Context: an optimization exercise on an open-source flow, tuned for small area and a short achievable clock period. The choices shown serve that exercise and are no tape-out recipe.
Where RTL was checked, it was by simulation tests only, not by an equivalence proof against the original.
The clock port is modelled as an ideal driver; clocking choices that lean on that would not hold on a real chip.

Setup of run A:
## booth_mul_top
module booth_mul_top(clk, A, B, m, ov);
	input clk;
	input [15:0] A, B;
	output reg [30:0] m;
	output reg ov;
	reg [15:0] a_q, b_q;
	wire [30:0] m_w;
	wire ov_w;
	BoothMUL mul(.A(a_q), .B(b_q), .m(m_w), .ov(ov_w));
	always @(posedge clk) begin
		a_q <= A;
		b_q <= B;
		m <= m_w;
		ov <= ov_w;
	end
endmodule
Size: about 870 cells after synthesis, roughly 64 flip-flops, about 0.0078 sq mm of cells after synthesis.
export LEC_CHECK = 0
export ABC_AREA = 1
export CAP_MARGIN = 20
export CORE_MARGIN = 2
export CORE_UTILIZATION = 50
export SLEW_MARGIN = 80
export SYNTH_HIERARCHICAL = 1
export SYNTH_MINIMUM_KEEP_SIZE = 0
create_clock -name core_clock -period 12.2 [get_ports {clk}]
standard.sh (not shown) runs the stock make flow with config.mk's settings and CLKGATE_MAP_FILE= SYNTH_SCRIPT=/design/flow/synth_recipe.tcl, a recipe that flattens the netlist after the stock synthesis.
==> flow/flow/run.sh <==
#!/bin/bash
# The standard layout (standard.sh, unchanged synthesis) with two changes:
# - the port buffers use sky130_fd_sc_hd__buf_1 (every port still gets one);
# - after clock tree synthesis, flow/skew.tcl delays the clock of the output
#   registers m and ov by a short chain of clock delay cells (useful skew for
#   the register-to-register path through the multiplier).
export BUFFER_PORTS_ARGS="-buffer_cell sky130_fd_sc_hd__buf_1"
export POST_CTS_TCL="$PWD/flow/skew.tcl"
export SKEW_CELLS="$(cat flow/skew_cells.txt)"
bash standard.sh > standard.log 2>&1
==> flow/flow/skew.tcl <==
# POST_CTS_TCL hook: delay the clock of the output registers (m, ov) so that
# the long register-to-register path through the multiplier (a_q/b_q -> m)
# gets more time. The output ports, which m and ov drive, lose the same time
# (they have plenty). Every cell in the chain is a plain clock buffer or
# delay cell; the registers themselves are untouched.
set cells [split $::env(SKEW_CELLS) ","]
set block [ord::get_db_block]
set_propagated_clock [all_clocks]
set groups [dict create]
foreach inst [$block getInsts] {
  if {[regexp {^(m\[[0-9]+\]|ov)\$_DFF} [$inst getName]]} {
    set net [[$inst findITerm CLK] getNet]
    dict lappend groups [$net getName] "[$inst getName]/CLK"
  }
}
set k 0
dict for {netname pins} $groups {
  puts "skew: net $netname drives [llength $pins] output registers"
  set cur $netname
  foreach cell $cells {
    set bname "skew_buf_$k"
    set nname "skew_net_$k"
    incr k
    insert_buffer -buffer_cell $cell -net $cur -load_pins [get_pins $pins] -buffer_name $bname -net_name $nname
    set cur $nname
  }
}
detailed_placement
check_placement -verbose
estimate_parasitics -placement
report_clock_skew
report_checks -path_delay max -digits 3
report_checks -path_delay min -digits 3
==> flow/flow/skew_cells.txt <==
sky130_fd_sc_hd__clkdlybuf4s50_1,sky130_fd_sc_hd__clkdlybuf4s25_1,sky130_fd_sc_hd__clkbuf_2
Edits applied to the flow inputs when going from run A to run B:
==> flow/flow/skew.tcl <==
# POST_CTS_TCL hook: delay the clock of the output registers (m, ov) so that
# the long register-to-register path through the multiplier (a_q/b_q -> m)
# gets more time. The output ports, which m and ov drive, lose the same time
# (they have plenty). Every cell added is a clock buffer or delay cell on the
# clock net; the registers themselves are untouched.
set cells [split $::env(SKEW_CELLS) ","]
set_propagated_clock [all_clocks]
set groups [dict create]
foreach c [all_registers -cells] {
  set name [get_full_name $c]
  if {[regexp {^(m\[[0-9]+\]|ov)\$} $name]} {
    set pin [get_pins -of_objects $c -filter "direction==input"]
    foreach p $pin {
      if {[get_property $p lib_pin_name] eq "CLK"} {
        set net [get_full_name [get_nets -of_objects $p]]
        dict lappend groups $net [get_full_name $p]
      }
    }
  }
}
set k 0
dict for {netname pins} $groups {
  puts "skew: net $netname drives [llength $pins] output registers"
  set cur $netname
  foreach cell $cells {
    insert_buffer -buffer_cell $cell -net [get_nets $cur] -load_pins [get_pins $pins] -buffer_name "skew_buf_$k"
    incr k
    set cur [get_full_name [get_nets -of_objects [get_pins [lindex $pins 0]]]]
  }
}
detailed_placement
check_placement -verbose
estimate_parasitics -placement
report_clock_skew
report_checks -path_delay max -digits 3
report_checks -path_delay min -digits 3
==> flow/flow/skew_cells.txt <==
sky130_fd_sc_hd__clkdlybuf4s50_1,sky130_fd_sc_hd__clkdlybuf4s25_1,sky130_fd_sc_hd__clkbuf_4
-- flow/config.mk --
<<< run A, line 10
export CORE_MARGIN = 2
export CORE_UTILIZATION = 50
export SLEW_MARGIN = 80
export SYNTH_HIERARCHICAL = 1
>>> run B, line 10
export CORE_MARGIN = 2
export CORE_UTILIZATION = 50
export HOLD_SLACK_MARGIN = 0.1
export SLEW_MARGIN = 80
export SYNTH_HIERARCHICAL = 1
Findings:
Run B: final cycle utilization of the critical path is 3.0 points lower than what run A reported.
Run A has lower final non-filler cell total than run B.
Reported for run B and run A, first-pass detailed-route iteration total turned out identical to the last digit.
What run C does differently from run B at the input level:
==> flow/flow/run.sh <==
#!/bin/bash
# The standard layout (standard.sh, unchanged synthesis) with two changes:
# - the port buffers use sky130_fd_sc_hd__buf_1 (every port still gets one);
# - after clock tree synthesis, flow/skew.tcl delays the clock of the output
#   registers m and ov whose data paths are long, by a short chain of clock
#   delay cells (useful skew for the register-to-register path through the
#   multiplier); flow/skew_cells.txt sets the chains.
export BUFFER_PORTS_ARGS="-buffer_cell sky130_fd_sc_hd__buf_1"
export POST_CTS_TCL="$PWD/flow/skew.tcl"
export SKEW_FILE="$PWD/flow/skew_cells.txt"
bash standard.sh > standard.log 2>&1
==> flow/flow/skew.tcl <==
set f [open $::env(SKEW_FILE)]
set lines [split [string trim [read $f]] "\n"]
close $f
set max_slack [lindex $lines 0]
set tiers [lrange $lines 1 end]
set_propagated_clock [all_clocks]
estimate_parasitics -placement
set groups [dict create]
foreach c [all_registers -cells] {
  set name [get_full_name $c]
  if {![regexp {^(m\[[0-9]+\]|ov)\$} $name]} { continue }
  set d [get_pins $name/D]
  set smax [get_property $d slack_max]
  set smin [get_property $d slack_min]
  set tier -1
  if {$smax < $max_slack} {
    for {set t 0} {$t < [llength $tiers]} {incr t} {
      if {$smin > [lindex [lindex $tiers $t] 0]} { set tier $t; break }
    }
  }
  puts "skew: $name setup slack $smax hold slack $smin tier $tier"
  if {$tier < 0} { continue }
  set net [get_full_name [get_nets -of_objects [get_pins $name/CLK]]]
  dict lappend groups "$net $tier" "$name/CLK"
}
set k 0
dict for {key pins} $groups {
  lassign $key netname tier
  puts "skew: net $netname tier $tier drives [llength $pins] output registers"
  set cur $netname
  foreach cell [split [lindex [lindex $tiers $tier] 1] ","] {
    insert_buffer -buffer_cell $cell -net [get_nets $cur] -load_pins [get_pins $pins] -buffer_name "skew_buf_$k"
    incr k
    set cur [get_full_name [get_nets -of_objects [get_pins [lindex $pins 0]]]]
  }
}
detailed_placement
check_placement -verbose
estimate_parasitics -placement
report_clock_skew
report_checks -path_delay max -digits 3
report_checks -path_delay min -digits 3
==> flow/flow/skew_cells.txt <==
8.3
1.0 sky130_fd_sc_hd__clkdlybuf4s50_1,sky130_fd_sc_hd__clkdlybuf4s18_1,sky130_fd_sc_hd__clkbuf_4
0.8 sky130_fd_sc_hd__clkdlybuf4s50_1,sky130_fd_sc_hd__clkbuf_4
-- flow/config.mk --
<<< run B, line 10
export CORE_MARGIN = 2
export CORE_UTILIZATION = 50
export HOLD_SLACK_MARGIN = 0.1
export SLEW_MARGIN = 80
export SYNTH_HIERARCHICAL = 1
>>> run C, line 10
export CORE_MARGIN = 2
export CORE_UTILIZATION = 50
export HOLD_SLACK_MARGIN = 0.05
export SLEW_MARGIN = 80
export SYNTH_HIERARCHICAL = 1
[summary]
The register-to-register slack of run C was superior to that of run B.
Vias: run C fewer than run B
Final instance area: run C vs run B down 1.6%
From run C to run B, count of endpoints failing setup in the final report did not move at all.
Looking at final setup slack of the worst path across both flows, run C is the stronger of the two, with run B trailing.

the baseline:
Another version of the RTL of booth_mul_top (not shown whole).
Size in the first run: roughly 860 cells after synthesis, ~64 flip-flops, roughly 65 I/O pins, about 7800 sq um of cells after synthesis.
Settings: LEC_CHECK=0, ABC_AREA=1, CAP_MARGIN=20, CORE_MARGIN=2, CORE_UTILIZATION=50, SLEW_MARGIN=80, SYNTH_HIERARCHICAL=1, SYNTH_MINIMUM_KEEP_SIZE=0; clock period 12.2 ns.
run.sh (not shown) runs the stock make flow with config.mk's settings and CLKGATE_MAP_FILE= SYNTH_SCRIPT=/design/flow/synth_recipe.tcl, a recipe that flattens the netlist after the stock synthesis.
Stock flow here: none of the scripts above is used.
The baseline reached the final stage; the timing, design-rule and antenna checks on its layout passed.
## Diff of input files: the candidate against the baseline
==> flow/flow/run.sh (new file) <==
#!/bin/bash
# The standard layout (standard.sh, unchanged synthesis), except that the
# port buffers inserted at placement use sky130_fd_sc_hd__buf_1 instead of the
# resizer's default choice (clkdlybuf4s50_1). Every port still gets a buffer.
export BUFFER_PORTS_ARGS="-buffer_cell sky130_fd_sc_hd__buf_1"
bash standard.sh > standard.log 2>&1
==> flow/standard.sh (new file) <==
#!/bin/bash
# synth_recipe.tcl (not shown) runs the flow's synth.tcl, then flattens the netlist and writes it again
# the make line also repeats each setting of config.mk as NAME=value (left out here)
make -C /OpenROAD-flow-scripts/flow DESIGN_CONFIG=/design/flow/config.mk WORK_HOME=/design/flow/orfs CLKGATE_MAP_FILE= SYNTH_SCRIPT=/design/flow/synth_recipe.tcl "${@:-finish}"
removed: flow/run.sh
Notes after the runs:
The candidate gives more met2 routed wirelength than the baseline did. Detailed-routing iteration count for the pre-antenna-repair pass (higher): the candidate. Area of all placed cells without fillers (higher): the baseline.
No run of this note included a check of the RTL's function; only the layout flow was run.

Another version of the RTL of booth_mul_top (not shown whole).
For scale: about 64 flip-flops.
// booth_mul_top
module booth_mul_top(clk, A, B, m, ov);
	input clk;
	input [15:0] A, B;
	output reg [30:0] m;
	output reg ov;
	reg [15:0] a_q, b_q;
	wire [30:0] m_w;
	wire ov_w;
	BoothMUL mul(.A(a_q), .B(b_q), .m(m_w), .ov(ov_w));
	always @(posedge clk) begin
		a_q <= A;
		b_q <= B;
		m <= m_w;
		ov <= ov_w;
	end
endmodule
Settings: LEC_CHECK=0, ABC_AREA=1, CAP_MARGIN=20, CELL_PAD_IN_SITES_DETAIL_PLACEMENT=0, CELL_PAD_IN_SITES_GLOBAL_PLACEMENT=0, CORE_MARGIN=2, CORE_UTILIZATION=50, CTS_BUF_LIST=sky130_fd_sc_hd__clkbuf_8, HOLD_SLACK_MARGIN=0.05, SLEW_MARGIN=70, SYNTH_HIERARCHICAL=1, SYNTH_MINIMUM_KEEP_SIZE=0; clock period 12.2 ns.
standard.sh (not shown) runs the stock make flow with config.mk's settings and CLKGATE_MAP_FILE= SYNTH_SCRIPT=/design/flow/synth_recipe.tcl, a recipe that flattens the netlist after the stock synthesis.
==> flow/flow/run.sh <==
#!/bin/bash
# The standard layout (standard.sh, unchanged synthesis) with two changes:
# - the port buffers use sky130_fd_sc_hd__buf_1 (every port still gets one);
# - after clock tree synthesis, flow/skew.tcl delays the clock of the output
#   registers m and ov whose data paths are long, by a short chain of clock
#   delay cells (useful skew for the register-to-register path through the
#   multiplier).
export BUFFER_PORTS_ARGS="-buffer_cell sky130_fd_sc_hd__buf_1"
export POST_CTS_TCL="$PWD/flow/skew.tcl"
bash standard.sh > standard.log 2>&1
Other scripts of this flow, unchanged in this note and not shown: flow/flow/skew.tcl
The first run produced a clean layout.
Rerun with:
CELL_PAD_IN_SITES_DETAIL_PLACEMENT = not set   (was 0)
CELL_PAD_IN_SITES_GLOBAL_PLACEMENT = not set   (was 0)
SLEW_MARGIN = 60   (was 70)
=>
- global-route usage goes up by 0.33 points
- final cell count drops slightly
- via count barely changes
- wire length grows slightly
Rerun with:
CORE_UTILIZATION = 40   (was 50)
SLEW_MARGIN = 70   (was 60)
What happened: The new run went through all stages and came out clean. Register-to-register slack got worse by 140 ps. Area after synthesis stays the same. Cell count grows by 5.6%.
Rerun with:
CORE_UTILIZATION = 50   (was 40)
After rerunning:
- utilization climbs by 12 points
- first-iteration DRC count climbs by well over a third
Rerun with:
CORE_UTILIZATION = 60   (was 50)
=>
- flip-flop and latch count is unchanged
- synthesized cell count stays the same
- clock skew came out lower by 20 ps
- area after synthesis stays the same
- routed wire length decreases by about 1.6%

== v4 ==
booth_mul_top with an RTL version that a note above also has.
Size: ~870 cells after synthesis, about 65 I/O pins, roughly 0.0078 sq mm of cells after synthesis.
Settings: LEC_CHECK=0, ABC_AREA=1, CAP_MARGIN=20, CORE_MARGIN=2, CORE_UTILIZATION=50, HOLD_SLACK_MARGIN=0.05, SLEW_MARGIN=80, SYNTH_HIERARCHICAL=1, SYNTH_MINIMUM_KEEP_SIZE=0; clock period 12.2 ns.
==> flow/flow/run.sh <==
#!/bin/bash
# The standard layout (standard.sh, unchanged synthesis) with two changes:
# - the port buffers use sky130_fd_sc_hd__buf_1 (every port still gets one);
# - after clock tree synthesis, flow/skew.tcl delays the clock of the output
#   registers m and ov whose data paths are long, by a short chain of clock
#   delay cells (useful skew for the register-to-register path through the
#   multiplier). flow/skew_cells.txt: line 1 the chain's cells, line 2 the
#   setup slack (ns) below which a register is delayed, line 3 the hold slack
#   (ns) a register must have to be delayed.
export BUFFER_PORTS_ARGS="-buffer_cell sky130_fd_sc_hd__buf_1"
export POST_CTS_TCL="$PWD/flow/skew.tcl"
export SKEW_CELLS="$(sed -n 1p flow/skew_cells.txt)"
export SKEW_MAX_SLACK="$(sed -n 2p flow/skew_cells.txt)"
export SKEW_MIN_HOLD="$(sed -n 3p flow/skew_cells.txt)"
bash standard.sh > standard.log 2>&1
==> flow/flow/skew_cells.txt <==
sky130_fd_sc_hd__clkdlybuf4s50_1,sky130_fd_sc_hd__clkbuf_4
8.3
0.8
Other scripts of this flow, unchanged in this note and not shown: flow/flow/skew.tcl
The flow did not stop early for v4: all stages ran, and the layout cleared the timing, design-rule and antenna checks.
diff inputs: v4 => v29
==> flow/flow/skew_cells.txt <==
sky130_fd_sc_hd__clkdlybuf4s50_1,sky130_fd_sc_hd__clkdlybuf4s25_1,sky130_fd_sc_hd__clkbuf_4
8.3
1.0
==> comparison <==
[compare] base=v4 new=v29: sequential cell area in the final layout roughly the same; routed wire length per instance roughly the same; sequential portion of the cell area roughly the same; fmax lower. [v29 vs v4] worst hold margin: lower in v29. Comparing v29 against v4, there is no change at all in count of flip-flops and latches. [compare] base=v4 new=v29: register bit total from synthesis flat; final-stage net count up 4; relative area change from synthesis to final layout up 0.52 points.

alpha:
RTL: one of the versions met above, not the one the previous note started from.
Size: about 740 cells after synthesis, about 64 flip-flops, roughly 65 I/O pins, ~7200 µm² of cells after synthesis.
==> flow/config.mk <==
export PLATFORM = sky130hd
export DESIGN_NAME = booth_mul_top
export DESIGN_NICKNAME = booth_mul_top
export VERILOG_FILES = /design/flow/design.v
export SDC_FILE = /design/flow/constraint.sdc
export NUM_CORES = 4
export LEC_CHECK = 0
export ABC_AREA = 1
export CAP_MARGIN = 20
export CORE_MARGIN = 2
export CORE_UTILIZATION = 50
export CTS_BUF_LIST = sky130_fd_sc_hd__clkbuf_8
export HOLD_SLACK_MARGIN = 0.05
export SLEW_MARGIN = 75
export SYNTH_HIERARCHICAL = 1
export SYNTH_MINIMUM_KEEP_SIZE = 0
==> flow/constraint.sdc <==
create_clock -name core_clock -period 12.2 [get_ports {clk}]
set_input_delay 2.4400 -clock core_clock [delete_from_list [all_inputs] [get_ports {clk}]]
set_output_delay 2.4400 -clock core_clock [all_outputs]
set_load 0.01 [all_outputs]
==> flow/flow/run.sh <==
#!/bin/bash
# The standard layout (standard.sh, unchanged synthesis) with two changes:
# - the port buffers use sky130_fd_sc_hd__buf_1 (every port still gets one);
# - after clock tree synthesis, flow/skew.tcl delays the clock of the output
#   registers m and ov whose data paths are long, by a short chain of clock
#   delay cells (useful skew for the register-to-register path through the
#   multiplier).
export BUFFER_PORTS_ARGS="-buffer_cell sky130_fd_sc_hd__buf_1"
export POST_CTS_TCL="$PWD/flow/skew.tcl"
bash standard.sh > standard.log 2>&1
==> flow/flow/skew.tcl <==
# POST_CTS_TCL hook: useful skew for the register-to-register path through
# the multiplier. The clock of the output registers (m, ov) whose data paths
# are long is delayed by a short chain of clock delay cells, so that the path
# a_q/b_q -> m gets more time. The output ports, which m and ov drive, lose the
# same time. The delay is chosen to balance the two: the worst slack of the
# internal paths and of the output ports come out about equal. A register
# whose shortest path is short (small hold slack) gets a shorter chain.
# Every cell added is a clock buffer or delay cell on the clock net; the
# registers themselves are untouched.
set_propagated_clock [all_clocks]
estimate_parasitics -placement

set P "sky130_fd_sc_hd__"
# chains and their approximate added delay (ns), shortest first
set chains [list \
  [list 0.33 [list ${P}clkdlybuf4s18_1 ${P}clkbuf_4]] \
  [list 0.38 [list ${P}clkdlybuf4s25_1 ${P}clkbuf_4]] \
  [list 0.58 [list ${P}clkdlybuf4s50_1 ${P}clkbuf_4]] \
  [list 0.72 [list ${P}clkdlybuf4s50_1 ${P}clkbuf_1 ${P}clkbuf_4]] \
  [list 0.82 [list ${P}clkdlybuf4s50_1 ${P}clkdlybuf4s18_1 ${P}clkbuf_4]] \
  [list 0.87 [list ${P}clkdlybuf4s50_1 ${P}clkdlybuf4s25_1 ${P}clkbuf_4]] \
  [list 1.00 [list ${P}clkdlybuf4s50_1 ${P}clkdlybuf4s25_1 ${P}clkbuf_1 ${P}clkbuf_4]] \
  [list 1.10 [list ${P}clkdlybuf4s50_1 ${P}clkdlybuf4s50_1 ${P}clkbuf_4]] \
  [list 1.24 [list ${P}clkdlybuf4s50_1 ${P}clkdlybuf4s50_1 ${P}clkbuf_1 ${P}clkbuf_4]] \
  [list 1.39 [list ${P}clkdlybuf4s50_1 ${P}clkdlybuf4s50_1 ${P}clkdlybuf4s25_1 ${P}clkbuf_4]] \
]
# the internal paths lose about this much (ns) from here to the routed layout
set bias 0.1

proc worst {args} {
  set p [find_timing_paths {*}$args -path_delay max]
  return [get_property [lindex $p 0] slack]
}
set s_out [worst -to [all_outputs]]
set s_in [worst -from [all_inputs]]
puts "skew: before: output slack $s_out input slack $s_in"

set regs {}
foreach c [all_registers -cells] {
  set name [get_full_name $c]
  if {![regexp {^(m\[[0-9]+\]|ov)\$} $name]} { continue }
  set d [get_pins $name/D]
  lappend regs [list $name [get_property $d slack_max] [get_property $d slack_min]]
}
set s_int 1e9
foreach r $regs { if {[lindex $r 1] < $s_int} { set s_int [lindex $r 1] } }
puts "skew: before: internal slack $s_int"

set best -1
set best_ws -1e9
for {set i 0} {$i < [llength $chains]} {incr i} {
  set dly [lindex [lindex $chains $i] 0]
  set ws [expr {$s_out - $dly}]
  foreach r $regs {
    lassign $r name smax smin
    # registers that gain nothing keep their clock
    if {$smax >= $s_out - $dly} { continue }
    set ws [expr {min($ws, $smax + $dly - $bias)}]
  }
  puts "skew: chain $i (+$dly ns) predicted worst slack $ws"
  if {$ws > $best_ws} { set best_ws $ws; set best $i }
}
set dly [lindex [lindex $chains $best] 0]
puts "skew: using chain $best (+$dly ns)"

set groups [dict create]
foreach r $regs {
  lassign $r name smax smin
  if {$smax >= $s_out - $dly} { continue }
  # longest chain up to the chosen one that the hold slack allows
  set tier -1
  for {set i $best} {$i >= 0} {incr i -1} {
    if {[lindex [lindex $chains $i] 0] < $smin + 0.1} { set tier $i; break }
  }
  puts "skew: $name setup slack $smax hold slack $smin chain $tier"
  if {$tier < 0} { continue }
  set net [get_full_name [get_nets -of_objects [get_pins $name/CLK]]]
  dict lappend groups "$net $tier" "$name/CLK"
}
set k 0
dict for {key pins} $groups {
  lassign $key netname tier
  puts "skew: net $netname chain $tier drives [llength $pins] output registers"
  set cur $netname
  foreach cell [lindex [lindex $chains $tier] 1] {
    insert_buffer -buffer_cell $cell -net [get_nets $cur] -load_pins [get_pins $pins] -buffer_name "skew_buf_$k"
    incr k
    set cur [get_full_name [get_nets -of_objects [get_pins [lindex $pins 0]]]]
  }
}
detailed_placement
check_placement -verbose
estimate_parasitics -placement
puts "skew: after: output slack [worst -to [all_outputs]] internal slack [worst -from [all_registers -clock_pins] -to [all_registers -data_pins]]"
report_clock_skew
report_checks -path_delay min -digits 3
What beta does differently from alpha at the input level:
- a change of SLEW_MARGIN from 75 to 70
--- a/flow/flow/skew.tcl
+++ b/flow/flow/skew.tcl
@@ -17,14 +17,9 @@
   [list 0.38 [list ${P}clkdlybuf4s25_1 ${P}clkbuf_4]] \
   [list 0.58 [list ${P}clkdlybuf4s50_1 ${P}clkbuf_4]] \
-  [list 0.72 [list ${P}clkdlybuf4s50_1 ${P}clkbuf_1 ${P}clkbuf_4]] \
   [list 0.82 [list ${P}clkdlybuf4s50_1 ${P}clkdlybuf4s18_1 ${P}clkbuf_4]] \
   [list 0.87 [list ${P}clkdlybuf4s50_1 ${P}clkdlybuf4s25_1 ${P}clkbuf_4]] \
-  [list 1.00 [list ${P}clkdlybuf4s50_1 ${P}clkdlybuf4s25_1 ${P}clkbuf_1 ${P}clkbuf_4]] \
   [list 1.10 [list ${P}clkdlybuf4s50_1 ${P}clkdlybuf4s50_1 ${P}clkbuf_4]] \
-  [list 1.24 [list ${P}clkdlybuf4s50_1 ${P}clkdlybuf4s50_1 ${P}clkbuf_1 ${P}clkbuf_4]] \
   [list 1.39 [list ${P}clkdlybuf4s50_1 ${P}clkdlybuf4s50_1 ${P}clkdlybuf4s25_1 ${P}clkbuf_4]] \
 ]
-# the internal paths lose about this much (ns) from here to the routed layout
-set bias 0.1
 
 proc worst {args} {
@@ -56,5 +51,5 @@
     # registers that gain nothing keep their clock
     if {$smax >= $s_out - $dly} { continue }
-    set ws [expr {min($ws, $smax + $dly - $bias)}]
+    set ws [expr {min($ws, $smax + $dly)}]
   }
   puts "skew: chain $i (+$dly ns) predicted worst slack $ws"
[summary]
Comparing alpha against beta, there is no change at all in count of cells along the worst hold path. On register fraction of the total cell area, beta and alpha are neck and neck. Required time reported for the critical path endpoint, beta and alpha: higher on alpha. beta vs. alpha: final critical-path required period rose by 18 ps; post-detailed-route via-to-cell ratio went down by 0.38%; worst setup margin went down 18 ps. On beta: detailed-routing wirelength on met1 is 190 µm higher than what alpha gave. Against alpha, global-route wire length before repair in beta rose slightly. Looking only at area added between synthesis and finish, and setting everything else aside, the lower value of beta and alpha goes to beta. Startpoint of the worst setup timing path = b_q[1]: beta; startpoint of the worst setup timing path = b_q[11]: alpha.

-- static timing again, ports no longer ideal --
No port has a modelled driver above. Below, the same layouts with a new extraction and two added sets of constraints.
Step 1 sets driving cells, clkbuf_16 on the clock port and buf_2 on the other inputs (assumed; they add their load-dependent delay and slew).
Step 2, shift: input delay + t, output delay - t, t = (earliest + latest rising clock arrival at the registers) / 2. This alone moves slack from input paths to output paths.
Slacks: ideal ports / drivers / drivers and shift; pairs: ideal ports / drivers.
| run | t, ns | setup WS [ns] | latest minus earliest clock arrival (ns) |
|---|---|---|---|
| run A | 0.795 | 7.277 / 7.277 / 7.277 | 0.833 / 0.833 |
| run B | 0.818 | 7.643 / 7.643 / 7.643 | 0.886 / 0.885 |
| run C | 0.787 | 7.933 / 7.933 / 7.933 | 0.828 / 0.828 |
| the baseline | 0.384 | 7.313 / 7.313 / 7.313 | 0.010 / 0.010 |
| the candidate | 0.383 | 7.285 / 7.285 / 7.285 | 0.015 / 0.015 |
| the first run of note 3 | 0.894 | 7.922 / 7.886 / 7.970 | 1.000 / 1.000 |
| the second run of note 3 | 0.946 | 7.746 / 7.746 / 7.746 | 1.097 / 1.097 |
| the third run of note 3 | 0.870 | 7.609 / 7.609 / 7.609 | 0.953 / 0.953 |
| the fourth run of note 3 | 0.894 | 7.922 / 7.886 / 7.970 | 1.000 / 1.000 |
| the fifth run of note 3 | 0.877 | 7.420 / 7.420 / 7.420 | 0.980 / 0.980 |
| v4 | 0.692 | 7.911 / 7.911 / 7.911 | 0.635 / 0.634 |
| v29 | 0.811 | 7.362 / 7.362 / 7.362 | 0.891 / 0.891 |
| alpha | 0.901 | 7.902 / 7.886 / 7.902 | 1.000 / 1.000 |
| beta | 0.847 | 7.884 / 7.884 / 7.884 | 0.902 / 0.901 |
In 12 of these runs the clock reaches the registers at very different times; t lies between them, and the last value is a rough guide only.
